Background: an optimization exercise with open tools, aiming at small area. Do not read the settings as production practice.
In this exercise RTL edits were held to simulation tests only and were not proved equivalent to the original.
Power figures rest on the tool's default switching activity, not on a simulated workload.

## flow/run.sh

```bash
#!/bin/bash
# synth_recipe.tcl (not shown) runs the flow's synth.tcl, then flattens the netlist and writes it again
# the make line also repeats each setting of config.mk as NAME=value (left out here)
make -C /OpenROAD-flow-scripts/flow DESIGN_CONFIG=/design/flow/config.mk WORK_HOME=/design/flow/orfs CLKGATE_MAP_FILE= SYNTH_SCRIPT=/design/flow/synth_recipe.tcl finish
```

## flow/config.mk

```make
export PLATFORM = sky130hd
export DESIGN_NAME = snake
export DESIGN_NICKNAME = snake
export VERILOG_FILES = /design/flow/design.v
export SDC_FILE = /design/flow/constraint.sdc
export NUM_CORES = 8
export LEC_CHECK = 0
export CAP_MARGIN = 40
export CORE_MARGIN = 2
export CORE_UTILIZATION = 45
export SLEW_MARGIN = 40
```

## flow/constraint.sdc

```tcl
create_clock -name core_clock -period 20.0 [get_ports {clk}]
set_input_delay 4.0000 -clock core_clock [delete_from_list [all_inputs] [get_ports {clk}]]
set_output_delay 4.0000 -clock core_clock [all_outputs]
set_load 0.01 [all_outputs]
```

## flow/design.v

```verilog
module clk_divider_25MHz
(
	input clk,
	input reset,
	output reg divided_clk,
	output rise
);
assign rise = ~divided_clk;
always@(posedge clk or negedge reset) begin
	if(!reset) begin
		divided_clk <= 1'b0;
	end
	else begin
		divided_clk <= ~divided_clk;
	end
end
endmodule
module clk_divider_4Hz #
(
	parameter count_limit = 49
)
(
	input clk,
	input reset,
	output reg divided_clk,
	output rise
);
reg [31:0] counter;
assign rise = (counter == count_limit) && !divided_clk;
always@(posedge clk or negedge reset) begin
	if(!reset) begin
		counter <= 31'd0;
		divided_clk <= 1'd0;
	end
	else begin
		if(counter == count_limit) begin
			counter <= 31'd0;
			divided_clk <= ~divided_clk;
		end
		else begin
			counter <= counter + 31'd1;
		end
	end
end
endmodule
module clk_divider_100Hz #
(
	parameter count_limit = 7
)
(
	input clk,
	input reset,
	output reg divided_clk,
	output rise
);
reg [31:0] counter;
assign rise = (counter == count_limit) && !divided_clk;
always@(posedge clk or negedge reset) begin
	if(!reset) begin
		counter <= 31'd0;
		divided_clk <= 1'd0;
	end
	else begin
		if(counter == count_limit) begin
			counter <= 31'd0;
			divided_clk <= ~divided_clk;
		end
		else begin
			counter <= counter + 31'd1;
		end
	end
end
endmodule
module h_sync_signal #
(
	parameter h_sync_pulse = 96
)
(
	input [15:0] h_count_value,
	output h_sync
);
assign h_sync = (h_count_value < h_sync_pulse);
endmodule
module horizontal_counter
(
	input clk,
	input pix_en,
	input reset,
	output reg [15:0] h_count_value,
	output enable_v_counter
);
assign enable_v_counter = (h_count_value == 16'd799);
always@(posedge clk or negedge reset) begin
	if(!reset) begin
		h_count_value <= 16'd0;
	end
	else if(pix_en) begin
		if(h_count_value == 16'd799) begin
			h_count_value <= 16'd0;
		end
		else begin
			h_count_value <= h_count_value + 16'd1;
		end
	end
end
endmodule
module v_sync_signal #
(
	parameter v_sync_pulse = 2
)
(
	input [16:0] v_count_value,
	output v_sync
);
assign v_sync = (v_count_value<v_sync_pulse);
endmodule
module vertical_counter
(
	input clk,
	input pix_en,
	input reset,
	input enable_v_counter,
	output reg [15:0] v_count_value
);
always@(posedge clk or negedge reset) begin
	if(!reset) begin
		v_count_value <= 16'd0;
	end
	else begin
		if(pix_en && enable_v_counter) begin
			if(v_count_value == 16'd524) begin
				v_count_value <= 16'd0;
			end
			else begin
				v_count_value <= v_count_value + 16'd1;
			end
		end
	end
end
endmodule
module check_on_display #
(
	parameter h_pixel = 640,
	parameter h_front_porch = 16,
	parameter h_sync_pulse = 96,
	parameter h_back_porch = 48,
	parameter h_wait_time = h_sync_pulse + h_back_porch,
	parameter h_display_over_time = h_wait_time + h_pixel - 1,
	parameter v_pixel = 480,
	parameter v_front_porch = 10,
	parameter v_sync_pulse = 2,
	parameter v_back_porch = 33,
	parameter v_wait_time = v_sync_pulse + v_back_porch,
	parameter v_display_over_time = v_wait_time + v_pixel - 1
)
(
	input [15:0] h_count_value,
	input [15:0] v_count_value,
	output on_display
);
assign on_display = (h_count_value >= h_wait_time && h_count_value <= h_display_over_time && v_count_value >= v_wait_time && v_count_value <= v_display_over_time);
endmodule
module output_rgb_signal
(
	input on_display,
	input [3:0] red_input,
	input [3:0] green_input,
	input [3:0] blue_input,
	output [3:0] red_output,
	output [3:0] green_output,
	output [3:0] blue_output
);
assign red_output = (on_display) ? red_input:4'h0;
assign green_output = (on_display) ? green_input:4'h0;
assign blue_output = (on_display) ? blue_input:4'h0;
endmodule
module KeypadController(clk, key_en, reset, keypadCol, keypadRow, direction);
    input clk, key_en, reset;
    input [3:0]keypadCol;
    output reg [3:0]keypadRow;
    output reg [1:0]direction;
    parameter UP = 2'd0, DOWN = 2'd1, RIGHT = 2'd2, LEFT = 2'd3;
    always@(posedge clk or negedge reset)
    begin
        if(!reset)
        begin
            keypadRow <= 4'b1110;
            direction <= RIGHT; 
        end
        else if(key_en)
        begin
            case({keypadRow, keypadCol})
                8'b1011_1101:begin
						if (direction != DOWN)
                    direction <= UP;
                end 
                8'b1110_1101:begin
					 if (direction != UP)
                    direction <= DOWN;
                end 
                8'b1101_1110:begin
					 if (direction != LEFT)
                    direction <= RIGHT;
                end 
                8'b1101_1011:begin
					 if (direction != RIGHT)
                    direction <= LEFT;
                end 
                default:begin
                    direction <= direction; 
                end 
            endcase
            case(keypadRow)
                4'b1110:begin
                    keypadRow <= 4'b1101;
                end
                4'b1101:begin
                    keypadRow <= 4'b1011;
                end
                4'b1011:begin
                    keypadRow <= 4'b0111;
                end
                4'b0111:begin
                    keypadRow <= 4'b1110;
                end
                default:begin
                    keypadRow <= 4'b1110;
                end
            endcase
        end
    end
endmodule
module render_apple #
(
	parameter h_pixel = 640,
	parameter h_front_porch = 16,
	parameter h_sync_pulse = 96,
	parameter h_back_porch = 48,
	parameter h_wait_time = h_sync_pulse + h_back_porch,
	parameter h_display_over_time = h_wait_time + h_pixel - 1,
	parameter v_pixel = 480,
	parameter v_front_porch = 10,
	parameter v_sync_pulse = 2,
	parameter v_back_porch = 33,
	parameter v_wait_time = v_sync_pulse + v_back_porch,
	parameter v_display_over_time = v_wait_time + v_pixel - 1
)
(
	input clk,
	input pix_en,
	input reset,
	input [15:0] h_count_value,
	input [15:0] v_count_value,
	input [6:0] apple_x_position,
	input [6:0] apple_y_position,
	output reg [3:0] red_reg
);
always@(posedge clk or negedge reset) begin
	if(!reset) begin
		red_reg <= 4'h0;
	end
	else if(pix_en) begin
		if((h_count_value > h_wait_time + apple_x_position * 10) && (h_count_value < h_wait_time + (apple_x_position + 1) * 10) && (v_count_value > v_wait_time + apple_y_position * 10) && (v_count_value < v_wait_time + (apple_y_position + 1) * 10)) begin
			red_reg <= 4'hf;
		end
		else begin
			red_reg <= 4'h0;
		end
	end
end
endmodule
module render_border #
(
	parameter h_pixel = 640,
	parameter h_front_porch = 16,
	parameter h_sync_pulse = 96,
	parameter h_back_porch = 48,
	parameter h_wait_time = h_sync_pulse + h_back_porch,
	parameter h_display_over_time = h_wait_time + h_pixel - 1,
	parameter v_pixel = 480,
	parameter v_front_porch = 10,
	parameter v_sync_pulse = 2,
	parameter v_back_porch = 33,
	parameter v_wait_time = v_sync_pulse + v_back_porch,
	parameter v_display_over_time = v_wait_time + v_pixel - 1,
	parameter border_width = 10
)
(
	input clk,
	input pix_en,
	input reset,
	input [15:0] h_count_value,
	input [15:0] v_count_value,
	output reg [3:0] blue_reg
);
wire left_border;
wire right_border;
wire top_border;
wire bottom_border;
assign left_border = ((h_count_value > h_wait_time) && (h_count_value < h_wait_time + border_width) && (v_count_value > v_wait_time) && (v_count_value < v_display_over_time));
assign right_border = ((h_count_value > h_display_over_time - border_width) && (h_count_value < h_display_over_time) && (v_count_value > v_wait_time) && (v_count_value < v_display_over_time));
assign top_border = ((v_count_value > v_wait_time) && (v_count_value < v_wait_time + border_width) && (h_count_value > h_wait_time) && (h_count_value < h_display_over_time));
assign bottom_border = ((v_count_value > v_display_over_time - border_width) && (v_count_value < v_display_over_time) && (h_count_value > h_wait_time) && (h_count_value < h_display_over_time));
always@(posedge clk or negedge reset) begin
	if(!reset) begin
		blue_reg <= 4'h0;
	end
	else if(pix_en) begin
		if(left_border || right_border || top_border || bottom_border) begin
			blue_reg <= 4'hf;
		end
		else begin
			blue_reg <= 4'h0;
		end
	end
end
endmodule
module gen_rand_apple_position
(
	input clk,
	input gen_new_position_signal,
	input reset,
	output reg [6:0] apple_x_position,
	output reg [6:0] apple_y_position
);
wire [5:0] output_x;
wire [5:0] output_y;
reg gen_new_position_signal_d;
simple_lfsr_6bit my_simple_lfsr_6bit_x(clk,reset,output_x);
simple_lfsr_6bit my_simple_lfsr_6bit_y(clk,reset,output_y);
always@(posedge clk or negedge reset) begin
	if(!reset) begin
		apple_x_position <= 7'd20;
		apple_y_position <= 7'd20;
		gen_new_position_signal_d <= 1'b1;
	end
	else begin
		gen_new_position_signal_d <= gen_new_position_signal;
		if(gen_new_position_signal && !gen_new_position_signal_d)begin
			apple_x_position <= output_x % 60 + 7'd2;
			apple_y_position <= output_y % 44 + 7'd2;
		end
	end
end
endmodule
module simple_lfsr_6bit
(
	input clk,
	input reset,
	output reg [5:0] data
);
reg [5:0] data_next;
always @* begin
	data_next[5] = data[5]^data[3];
	data_next[4] = data[4]^data[1];
	data_next[3] = data[3]^data[0];
	data_next[2] = data[2]^data_next[4];
	data_next[1] = data[1]^data_next[3];
	data_next[0] = data[0]^data_next[2];
end
always @(posedge clk or negedge reset)
  if(!reset)
    data <= 6'h1f;
  else
    data <= data_next;
endmodule
module seven_segment_display
(
	input [3:0]value,
	output reg [6:0]display_value
);
always@(value) begin
	case (value)
		4'h0: display_value = 7'b1000000;
		4'h1: display_value = 7'b1111001;
		4'h2: display_value = 7'b0100100;
		4'h3: display_value = 7'b0110000;
		4'h4: display_value = 7'b0011001;
		4'h5: display_value = 7'b0010010;
		4'h6: display_value = 7'b0000010;
		4'h7: display_value = 7'b1111000;
		4'h8: display_value = 7'b0000000;
		4'h9: display_value = 7'b0010000;
		4'ha: display_value = 7'b0001000;
		4'hb: display_value = 7'b0000011;
		4'hc: display_value = 7'b1000110;
		4'hd: display_value = 7'b0100001;
		4'he: display_value = 7'b0000110;
		4'hf: display_value = 7'b0001110;
	endcase
end
endmodule
module snake #
(
	parameter h_pixel = 640,
	parameter h_front_porch = 16,
	parameter h_sync_pulse = 96,
	parameter h_back_porch = 48,
	parameter h_wait_time = h_sync_pulse + h_back_porch,
	parameter h_display_over_time = h_wait_time + h_pixel - 1,
	parameter v_pixel = 480,
	parameter v_front_porch = 10,
	parameter v_sync_pulse = 2,
	parameter v_back_porch = 33,
	parameter v_wait_time = v_sync_pulse + v_back_porch,
	parameter v_display_over_time = v_wait_time + v_pixel - 1
)
(
	input clk,
	input reset,
	input [3:0] keypadCol,
	output [3:0] keypadRow,
	output H_sync,
	output V_sync,
	output [3:0] red,
	output [3:0] green,
	output [3:0] blue,
	output [6:0] ten_seven_segment_display,
	output [6:0] one_seven_segment_display
);
wire [1:0] direction;
wire clk_25MHz;
wire clk_4Hz;
wire clk_100Hz;
wire pix_en;
wire game_en;
wire key_en;
clk_divider_4Hz my_clk_divider_4Hz(clk,reset,clk_4Hz,game_en);
clk_divider_25MHz my_clk_divider_25MHz(clk,reset,clk_25MHz,pix_en);
clk_divider_100Hz my_clk_divider_100Hz(clk,reset,clk_100Hz,key_en);
wire [15:0] h_count_value;
wire [15:0] v_count_value;
wire enable_v_counter;
wire on_display;
wire [3:0] red_wire;
wire [3:0] green_wire;
wire [3:0] blue_wire;
horizontal_counter my_horizontal_counter(clk,pix_en,reset,h_count_value,enable_v_counter);
vertical_counter my_vertical_counter(clk,pix_en,reset,enable_v_counter,v_count_value);
h_sync_signal my_h_sync_signal(h_count_value,H_sync);
v_sync_signal my_v_sync_signal({1'b0,v_count_value},V_sync);
check_on_display my_check_on_display(h_count_value,v_count_value,on_display);
output_rgb_signal my_output_rgb_signal(on_display,red_wire,green_wire,blue_wire,red,green,blue);
KeypadController my_KeypadController(clk, key_en, reset, keypadCol, keypadRow, direction);
reg gen_new_position_signal;
wire [6:0] apple_x_position;
wire [6:0] apple_y_position;
gen_rand_apple_position my_gen_rand_apple_position(clk,gen_new_position_signal,reset,apple_x_position,apple_y_position);
render_apple my_render_apple(clk,pix_en,reset,h_count_value,v_count_value,apple_x_position,apple_y_position,red_wire);
render_border my_render_border(clk,pix_en,reset,h_count_value,v_count_value,blue_wire);
wire [3:0] ten_wire;
wire [3:0] one_wire;
seven_segment_display my_ten_seven_segment_display(ten_wire,ten_seven_segment_display);
seven_segment_display my_one_seven_segment_display(one_wire,one_seven_segment_display);
reg [6:0] snake_x_0, snake_y_0, snake_x_1, snake_y_1;
reg [7*126-1:0] snake_x_rest;
reg [7*126-1:0] snake_y_rest;
wire [7*128-1:0] array_of_snake_x_position = {snake_x_rest, snake_x_1, snake_x_0};
wire [7*128-1:0] array_of_snake_y_position = {snake_y_rest, snake_y_1, snake_y_0};
reg [6:0] snake_body_len;
reg [3:0] green_reg;
reg found;
integer len_counter_s;
assign green_wire = green_reg;
always@(posedge clk) begin
	if(reset && pix_en) begin
		found = 1'd0;
		for(len_counter_s = 0;len_counter_s < 128;len_counter_s = len_counter_s + 1) begin
			if(!found && len_counter_s <= snake_body_len) begin
				if((h_count_value > h_wait_time + array_of_snake_x_position[7*len_counter_s +: 7] * 10) && (h_count_value < h_wait_time + (array_of_snake_x_position[7*len_counter_s +: 7] + 1) * 10) && (v_count_value > v_wait_time + array_of_snake_y_position[7*len_counter_s +: 7] * 10) && (v_count_value < v_wait_time + (array_of_snake_y_position[7*len_counter_s +: 7] + 1) * 10)) begin
					green_reg <= 4'hf;
					found = 1'd1;
				end
				else begin
					green_reg <= 4'h0;
				end
			end
		end
	end
end
genvar i;
wire [126:0] tmp_array;
generate
	for(i=0;i <127;i=i+1) begin : generate_tmp_array
		assign tmp_array[i] = ((snake_body_len > 3) && (i < snake_body_len) && (array_of_snake_x_position[6:0] == array_of_snake_x_position[7*(i+1) +: 7]) && (array_of_snake_y_position[6:0] == array_of_snake_y_position[7*(i+1) +: 7]));
	end
endgenerate
wire collision_with_body;
assign collision_with_body = (tmp_array) ? 1'b1: 1'b0;
integer len_counter_p;
parameter UP = 2'd0, DOWN = 2'd1, RIGHT = 2'd2, LEFT = 2'd3;
reg [6:0] score;
wire collision_with_border;
wire collision_with_apple;
assign collision_with_border = ((snake_x_0 == 7'd0) || (snake_x_0 == 63) || (snake_y_0 == 7'd0) || (snake_y_0 == 47));
assign collision_with_apple = ((snake_x_0 == apple_x_position) && (snake_y_0 == apple_y_position));
assign ten_wire = (score % 10);
assign one_wire = (score / 10);
always@(posedge clk) begin
	if(reset && game_en) begin
		for(len_counter_p = 127;len_counter_p > 1;len_counter_p=len_counter_p - 1) begin
			if(len_counter_p <= snake_body_len + 1) begin
				snake_x_rest[7*(len_counter_p-2) +: 7] <= array_of_snake_x_position[7*(len_counter_p-1) +: 7];
				snake_y_rest[7*(len_counter_p-2) +: 7] <= array_of_snake_y_position[7*(len_counter_p-1) +: 7];
			end
		end
	end
end
always@(posedge clk or negedge reset) begin
	if(!reset) begin
		snake_x_0<=7'd32;
		snake_y_0<=7'd24;
		snake_x_1<=7'd31;
		snake_y_1<=7'd24;
		score <= 7'd0;
		snake_body_len <= 7'd0;
		gen_new_position_signal <=1'd1;
	end
	else if(game_en) begin
		snake_x_1 <= snake_x_0;
		snake_y_1 <= snake_y_0;
		case(direction)
			2'd0:
				begin
						snake_y_0 <= snake_y_0 - 7'd1;
				end
			2'd1:
				begin
						snake_y_0 <= snake_y_0 + 7'd1;
				end
			2'd2:
				begin
						snake_x_0 <= snake_x_0 + 7'd1;
				end
			2'd3:
				begin
						snake_x_0 <= snake_x_0 - 7'd1;
				end
		endcase
		if(collision_with_apple) begin
			snake_body_len <= snake_body_len + 7'd1;
			gen_new_position_signal <= 1'd1;
			score <= score + 7'd1;
		end
		else begin
			gen_new_position_signal <= 1'd0;
		end
		if(collision_with_border | collision_with_body) begin
			snake_body_len <= 7'd0;
			score <= 7'd0;
			snake_x_0<=7'd32;
			snake_y_0<=7'd24;
			snake_x_1<=7'd31;
			snake_y_1<=7'd24;
			gen_new_position_signal <= 1'b1;
		end
	end
end
endmodule
```

==> run notes <==
==> worst paths after layout <==
kind | end | depth (start not counted)
min in group asynchronous | my_clk_divider_100Hz.counter[14] | 1
max in group asynchronous | my_horizontal_counter.h_count_value[10] | 4
worst min-delay path | my_clk_divider_100Hz.divided_clk | 1
worst max-delay path | ten_seven_segment_display[0] | 17
worst max register to register | green_reg[2] | 28
worst min register to register | my_clk_divider_100Hz.divided_clk | 1
==> power groups by stage <==
stage | combinational, mW | sequential [mW] | clock [mW]
global placement | 0.106 | 4.45 | 0
finish | 0.114 | 4.36 | 5.32
CTS | 0.110 | 4.37 | 5.35
floorplan | 0.0691 | 4.45 | 0
global route | 0.130 | 4.36 | 5.46
detailed placement | 0.109 | 4.45 | 0
==> cells by family (layout without fill, tap and decap cells) <==
| family | after synthesis | after routing | synth area share |
|---|---|---|---|
| DFF | 1942 | 1942 | 0.129 |
| other | 1 | 665 | 0.00000845 |
| and+or+nand+nor | 10300 | 10300 | 0.119 |
| xor gates and xnor gates | 8633 | 8633 | 0.170 |
| muxes | 171 | 171 | 0.00434 |
| buffers and inverters | 5233 | 5758 | 0.0459 |
| AOI/OAI and AO/OA | 11100 | 11100 | 0.160 |
| adders and majority gates | 12800 | 12800 | 0.370 |
==> stage by stage <==
step	util	hold slack [ns]	cells	setup WS [ns]
final	0.486	0.470	64400	10.06
after floorplan	-	0.365	50800	9.08
after global routing	0.486	0.470	64300	9.66
after detailed placement	0.476	0.466	63800	11.18
after CTS	0.486	0.468	64300	10.02
after global placement	0.475	0.458	63700	10.72
==> final cells by class <==
class,count,area share
Clock inverter,183,0.00429
Tap cell,13000,0.0340
Antenna cell,149,0.000780
Inverter,4398,0.0346
Multi-Input combinational cell,43600,0.775
Timing Repair Buffer,858,0.0159
Clock buffer,319,0.0152
Sequential cell,1942,0.121
==> synthesized netlist by cell type (147+ instances only) <==
library cell / instances / share of area
ha_1: 12300 / 0.35
nor4_1: 465 / 0.0066
xnor2_1: 4651 / 0.092
nand3b_1: 166 / 0.0028
o211ai_1: 295 / 0.0050
nor2_1: 1852 / 0.016
edfxtp_1: 1765 / 0.12
o21ai_0: 1785 / 0.020
a21oi_1: 3793 / 0.043
inv_1: 4396 / 0.037
nor2b_1: 489 / 0.0069
a21o_1: 1551 / 0.026
nand4_1: 866 / 0.012
a2111oi_0: 261 / 0.0052
o2111ai_1: 196 / 0.0039
fa_1: 518 / 0.023
nand2b_1: 348 / 0.0049
and3_1: 764 / 0.011
a211oi_1: 312 / 0.0053
nand2_1: 1738 / 0.015
dfrtp_1: 147 / 0.0083
buf_2: 190 / 0.0021
clkbuf_1: 502 / 0.0042
o21bai_1: 1093 / 0.018
a221oi_1: 280 / 0.0055
o21a_1: 570 / 0.0096
nor3_1: 612 / 0.0069
xor2_1: 3982 / 0.079
nand3_1: 2375 / 0.027
a31oi_1: 150 / 0.0021
mux2_2: 161 / 0.0041
==> routing by layer <==
layer	vias up	routed length, um
li1	184000	-
met1	190000	691000
met2	14900	724000
met3	3937	153000
met4	98	118000
met5	-	662
==> metrics.md <==
| Metric | Value |
|---|---|
| Area after DPL | `468000 um^2` |
| Hold/Removal Path Class | `flip-flop to flip-flop` |
| Largest net degree at the start of global routing | `66` |
| Fillers | `93100` |
| Rows | `364` |
| FF+latch area | `57600 um^2` |
| Fin crit share | `0.497` |
| RSZ-0062 raised after global routing | `false` |
| Syn_area_per_cell | `8.83 um^2` |
| Max Slew Vio Count | `0` |
| Min-delay src | `my_clk_divider_100Hz.divided_clk` |
| Total negative slack | `0 ns` |
| Synthesis-stage register bit count | `1942` |
| I/O pin total | `38` |
| Vias in the first global route | `385000` |
| Worst skew pair latency | `1.08 ns` |
| Final min period | `9.94 ns` |
| Area grow syn2layout | `7.64%` |
| Crit path launch | `score[5]` |
| First-pass GRT wire length | `2460000 um` |
| Placer Congestion | `0.980` |
| Static Leakage | `236 nW` |
| Arr. time, crit path | `5.94 ns` |
| Peak VDD IR | `0.0672 mV` |
| PD cells | `20.5 nW/um^2` |
| Sequence of cells on the critical path | `nor2_1, inv_1, ha_1, nand2b_1, o21ai_0, nand2_1, nor3_1, a41oi_1, o221a_2, o311ai_1, buf_4, nand2b_1, xnor2_2, nand2b_1, and2_1, o221a_2, clkdlybuf4s50_1` |
| Fin. Hold Viols | `0` |
| Met3 Use GR | `0.0626` |
| Root Buffer | `clkbuf_16` |
| Largest registers | `snake_x_rest x882, snake_y_rest x882` |
| Flop pwr share | `0.446` |
| Max-cap viol count | `0` |
| Die width | `997 um` |
| Reg-to-Reg Start | `snake_y_rest[777]` |
| Slowest CP cell | `dfrtp_1` |
| Vias/cell | `6.11` |
| Post-DP HPWL | `1290000 um` |
| Cell repeated most along the worst path | `nand2b_1` |
| FFs w/ async S/R, synth | `0.0911` |
| Clock skew | `0.0807 ns` |
| CTS Sinks | `1942` |
| Initial Util | `0.452` |
| Commonest non-fill, non-tap cell in the layout | `ha_1` |
| Sequential fraction of the synthesis area | `0.129` |
| Mapped Cells | `50300` |
| CTS tree | `built` |
| Routed Antenna Nets | `0` |
| Most frequent cells in the layout | `ha_1 (12300), xnor2_1 (4642), inv_1 (4391)` |
| Status | `timing/DRC/antenna clean` |
| Top Family by Delay on Critical Path | `simple AND/OR/NAND/NOR gates` |
| Top FF cell, synth | `edfxtp_1` |
| Clock power share | `0.543` |
| Maximum clock path buffer count | `4` |
| Die H | `997 um` |
| DRC | `0` |
| Core region area | `983000 um^2` |
| Reg2Reg Setup Slack | `11.71 ns` |
| GRT met2 Usage | `0.516` |
| Num CTS Buffers | `277` |
| Post-synth EDFFs | `1765` |
| Avg WL per Cell | `26.2 um` |
| Setup-failing EPs final | `0` |
| Worst-path clk slew | `0.06 ns` |
| Share of cells above drive strength 1 | `0.0375` |
| CTS Hold Bufs | `0` |
| Comb power frac | `0.012` |
| Multi-input gate area | `370000 um^2` |
| Synth warnings | `12` |
| Post-CTS Resized | `0` |
| 1st-iter DRT viols | `33000` |
| Netlist cell types | `104` |
| Critical Path Max Stage Delay | `0.55 ns` |
| Final net count | `63900` |
| Fmax | `101 MHz` |
| Routed wire length | `1690000 um` |
| Setup CP Type | `flip-flop to primary output` |
| Drt pass-1 iters | `8` |
| Crit end category | `primary output` |
| GRT busiest layer | `met2` |
| NetSw | `2.38 mW` |
| Die area | `994000 um^2` |
| GRT overflow | `0` |
| Global Route Usage Sum | `0.326` |
| Initial antenna violation count | `183` |
| Met1 usage | `0.415` |
| Power Total | `9.80 mW` |
| WP data required | `16.00 ns` |
| Critical path peak fanout | `17` |
| Synthesized area | `444000 um^2` |
| Post-route cell area | `478000 um^2` |
| I/O Buffers | `37` |
| Post-CTS setup repair buffer count | `0` |
| Buf+Inv Stages, Crit Path | `3` |
| Vias | `394000` |
| Worst Tran Pin Value | `1.02 ns` |
| Startpoint Class | `flip-flop` |
| Switching part of the total | `0.243` |
| Relative slew margins | `0.319` |
| H-tree levels | `5` |
| Total internal power | `7.41 mW` |

-- afterwards: timing with drivers on the ports --
In the flow no input, the clock included, has a driving cell. The finished layout below was timed again as built, in two steps. Step 1 (the two cells are an assumption about what drives the block):
set clk [get_ports {clk}]
set_driving_cell -lib_cell sky130_fd_sc_hd__clkbuf_16 $clk
set_driving_cell -lib_cell sky130_fd_sc_hd__buf_2 [delete_from_list [all_inputs] $clk]
Step 2 times the ports against the registers' clock, not the clock port: input delays grow and output delays shrink by t, the midpoint of the rising clock arrivals with the driver on. Three values: ideal, step 1, step 2; two values: the first two.
shift t [ns]: 1.202
slack for setup (ns): 10.061 / 9.911 / 11.114
worst hold slack (ns): 0.470 / 0.470 / 0.470
After both steps this run still meets setup and hold. For this run, drivers alone change the setup slack by -0.150 ns; drivers and shift together by +1.053 ns.
